What follows belongs to an exercise in optimizing a design on an open flow for small area and a short achievable clock period; a production flow would make more cautious choices.
At most, simulation tests tie the RTL to the original design; equivalence was not proved.
No activity file was given, so power comes from the tool's default toggle rates.

==> trial 93 <==
==> flow/design.v (excerpt) <==
module fir(
    input clk,
    input signed [15:0] noisy_signal,
    output signed [15:0] filtered_signal
);
clock: 6.0 ns
lec_check: 0
cap_margin: 20
core_margin: 2
core_utilization: 65
cts_cluster_diameter: 100
cts_cluster_size: 20
setup_slack_margin: 3.7
slew_margin: 20
synth_hierarchical: 1
synth_minimum_keep_size: 0
run.sh (not shown) runs the stock make flow with config.mk's settings and CLKGATE_MAP_FILE= SYNTH_SCRIPT=/design/flow/synth_recipe.tcl, a recipe that flattens the netlist after the stock synthesis.
==> build 57 (differences from trial 93) <==
--- a/flow/config.mk
+++ b/flow/config.mk
@@ -8,5 +8,5 @@
 export CAP_MARGIN = 20
 export CORE_MARGIN = 2
-export CORE_UTILIZATION = 65
+export CORE_UTILIZATION = 78
 export CTS_CLUSTER_DIAMETER = 100
 export CTS_CLUSTER_SIZE = 20
==> summary.txt <==
cell class contributing the biggest share of worst-path delay - adder cells
max-cap violation count - 0
element type at the critical path start - flop
run status - finished clean
clkbuf count - 33
start of the worst register-to-register path - p3_1[6]$_DFF_P_
clock tree from TritonCTS - yes
final setup slack of the worst path - 3.48 ns
Hold Crit Depth - 0
GRT met2 Usage - 47.4%
vias in the first global route - 12221
[end of results for trial 93]
==> summary.txt <==
run status - stopped before the end
last stage the flow got to - global routing
error that ended the run - [ERROR GRT-0232] Routing congestion too high. Check the congestion heatmap in the GUI.
synthesized instance count - 1381
most instantiated library cell after synthesis - fa_1
GRT met2 Usage - 89.8%
[end of results for build 57]

==> inputs of v14 <==
fir, a different RTL version from the one above (not shown whole).
==> flow/design.v (excerpt) <==
module fir(
    input clk,
    input signed [15:0] noisy_signal,
    output signed [15:0] filtered_signal
);
Settings: LEC_CHECK=0, CAP_MARGIN=20, CORE_MARGIN=2, CORE_UTILIZATION=65, CTS_CLUSTER_DIAMETER=100, CTS_CLUSTER_SIZE=25, SETUP_SLACK_MARGIN=3.8, SLEW_MARGIN=20, SYNTH_HIERARCHICAL=1, SYNTH_MINIMUM_KEEP_SIZE=0; clock period 6.0 ns.
==> v5 (differences from v14) <==
Settings changed: CORE_ASPECT_RATIO set to 0.5, CORE_UTILIZATION 65 to 58.
==> v16 (differences from v14) <==
Settings changed: CORE_UTILIZATION 65 to 58, GPL_ROUTABILITY_DRIVEN set to 0.
==> flow_metrics.tcl <==
set metrics [dict create \
    wl_met3_mm 1.913 \
    die_area_um2 38640 \
    multi_input_area_share_pct 47.82 \
    min_to "r7[4]$_DFF_P_" \
    p_comb_share_pct 45.8 \
    final-clk-cell-share_pct 2.764 \
    met3_usage_pct 3.457 \
    status "no timing/DRC/antenna violations" \
    layout_common_cells "fa_1, dfxtp_1, inv_1" \
    multi_input_area_um2 11170 \
    nNetsFinal 1922 \
]
# the run above: v16

==> flow_metrics.tcl <==
set metrics [dict create \
    p_comb_share_pct 47.8 \
    status "no timing/DRC/antenna violations" \
    die_area_um2 38740 \
    use_met2_pct 37.62 \
    nNetsFinal 1927 \
    dpl.cell_count 1862 \
    synthArstFlopShare_pct 0 \
    met3_usage_pct 6.606 \
    final-clk-cell-share_pct 2.717 \
    multi_input_area_um2 11190 \
    layout_common_cells "dfxtp_1, fa_1, inv_1" \
    wl_met3_mm 3.340 \
    multi_input_area_share_pct 47.75 \
    min_to "r3[13]$_DFF_P_" \
    switchingPower_mw 5.484 \
    place_area_um2 22420 \
]
# the run above: v5

==> flow_metrics.tcl <==
set metrics [dict create \
    final-clk-cell-share_pct 2.743 \
    wl_met3_mm 1.992 \
    muxShareOfSynthArea_pct 0.04653 \
    status "no timing/DRC/antenna violations" \
    p_comb_share_pct 46.2 \
    min_to "r7[3]$_DFF_P_" \
    layout_common_cells "fa_1, dfxtp_1, inv_1" \
    multi_input_area_um2 11250 \
    nNetsFinal 1931 \
    multi_input_area_share_pct 47.80 \
]
# the run above: v14


==> sierra: inputs <==
fir, a different RTL version from the one above (not shown whole).
// fir
module fir(
    input clk,
    input signed [15:0] noisy_signal,
    output signed [15:0] filtered_signal
);
    reg [15:0] r0;
    reg [15:0] r1;
    reg [15:0] r2;
    reg [15:0] r3;
    reg [15:0] r4;
    reg [15:0] r5;
    reg [15:0] r6;
    reg [15:0] r7;
    reg [15:0] r8;
    reg [16:0] p0_0;
    reg [16:0] p1_m1;
    reg [16:0] p2_m1;
    reg q0_0;
    reg q0_1;
    reg q0_2;
    reg q0_3;
    reg q0_4;
    reg q0_5;
    reg q0_6;
    reg q0_7;
    reg q0_8;
    reg q0_9;
    reg q0_10;
    reg q0_11;
    reg q0_12;
    reg q0_13;
    reg q0_14;
    reg q0_15;
    reg q0_16;
    reg q0_17;
    reg q0_18;
    reg q0_19;
    reg q0_20;
    reg q0_21;
    reg q0_22;
    reg q0_23;
    reg q0_24;
    reg q0_25;
    reg q0_26;
    reg q0_27;
    reg q0_28;
    reg q0_29;
    reg q0_30;
    reg q0_31;
    reg q0_32;
    reg q0_33;
    reg q0_34;
    reg q0_35;
    reg q0_36;
    reg q0_37;
    reg q0_38;
    reg q0_39;
    reg q0_40;
    reg q0_41;
    reg q0_42;
    reg q0_43;
    reg q0_44;
    reg q0_45;
    reg q0_46;
    reg q0_47;
    reg q0_48;
    reg q0_49;
    reg q0_50;
    reg q0_51;
    reg q0_52;
    reg q0_53;
    reg q0_54;
    reg q0_55;
    reg q0_56;
    reg q0_57;
    reg q1_58;
    reg q1_59;
    reg q1_60;
    reg q1_61;
    reg q1_62;
    reg q1_63;
    reg q1_64;
    reg q1_65;
    reg q1_66;
    reg q1_67;
    reg q1_68;
    reg q1_69;
    reg q1_70;
    reg q1_71;
    reg q1_72;
    reg q1_73;
    reg q1_74;
    reg q1_75;
    reg q1_76;
    reg q1_77;
    reg q1_78;
    reg q1_79;
    reg q1_80;
    reg q1_81;
    reg q1_82;
    reg q1_83;
    reg q1_84;
    reg q1_85;
    reg q1_86;
    reg q1_87;
    reg q1_88;
    reg q1_89;
  ...
export LEC_CHECK = 0
export CAP_MARGIN = 20
export CORE_MARGIN = 2
export CORE_UTILIZATION = 65
export SETUP_SLACK_MARGIN = 3.7
export SLEW_MARGIN = 20
export SYNTH_HIERARCHICAL = 1
export SYNTH_MINIMUM_KEEP_SIZE = 0
create_clock -name core_clock -period 6.0 [get_ports {clk}]
==> tundra: changes against sierra <==
- CTS_CLUSTER_DIAMETER: unset -> 100
- CTS_CLUSTER_SIZE: unset -> 30
==> comparison table <==
	sierra	tundra
Combined area of the multi-input logic cells	0.0127 sq mm	0.0127 sq mm
Worst-case hold slack	0.312 ns	0.327 ns
Power per unit of standard cell area	659 mW/mm^2	626 mW/mm^2
Run status	no timing/DRC/antenna violations	no timing/DRC/antenna violations
Clk Latency, worst-skew pair	0.55 ns	0.53 ns
Sequential cell area share	0.339	0.349
Origin of the worst setup path	p1_m1[2]$_DFF_P_	r7[14]$_DFF_P_
Met2 global-route usage	0.492	0.484
Number of H-tree branching levels	2	1
Post-layout instance area	0.0252 sq mm	0.0245 sq mm
Design internal power	0.0101 W	0.00911 W
CTS clock-pin slew for the worst setup and hold paths	0.06 ns	0.12 ns
Buffering stage count on the worst path with inverters included	2	1
Worst reg2reg path depth	6	5
Buffers inserted by post-CTS timing repair	92	117
Met2 routed WL	23300 um	22800 um
Wire length per cell	22.3 um	21.9 um
No run of this note included a check of the RTL's function; only the layout flow was run.

## re-timing with driven ports
In the flow no input, the clock included, has a driving cell. The finished layouts below were timed again as built, in two steps.
Step 1, drivers: a clkbuf_16 drives clk and a buf_2 each remaining input, both assumed.
Step 2, shift: input delay + t, output delay - t, t = (earliest + latest rising clock arrival at the registers) / 2. This alone moves slack from input paths to output paths.
Slacks: ideal ports / drivers / drivers and shift; pairs: ideal ports / drivers.
| run | t (ns) | slack for setup (ns) | latest minus earliest clock arrival (ns) | worst register clock-pin slew, ns | worst slew at a driven data input, ns |
|---|---|---|---|---|---|
| trial 93 | 0.605 | 3.477 / 3.477 / 3.477 | 0.023 / 0.023 | 0.09 / 0.09 | 0.04 |
| v14 | 0.599 | 3.804 / 3.752 / 3.841 | 0.024 / 0.025 | 0.10 / 0.10 | 0.04 |
| v5 | 0.630 | 3.796 / 3.737 / 3.820 | 0.030 / 0.030 | 0.11 / 0.11 | 0.04 |
| v16 | 0.601 | 3.804 / 3.752 / 3.846 | 0.031 / 0.030 | 0.10 / 0.10 | 0.06 |
| sierra | 0.591 | 3.495 / 3.495 / 3.495 | 0.031 / 0.031 | 0.06 / 0.06 | 0.03 |
| tundra | 0.575 | 3.498 / 3.498 / 3.498 | 0.024 / 0.024 | 0.12 / 0.12 | 0.03 |
After both steps every run listed still meets setup and hold.
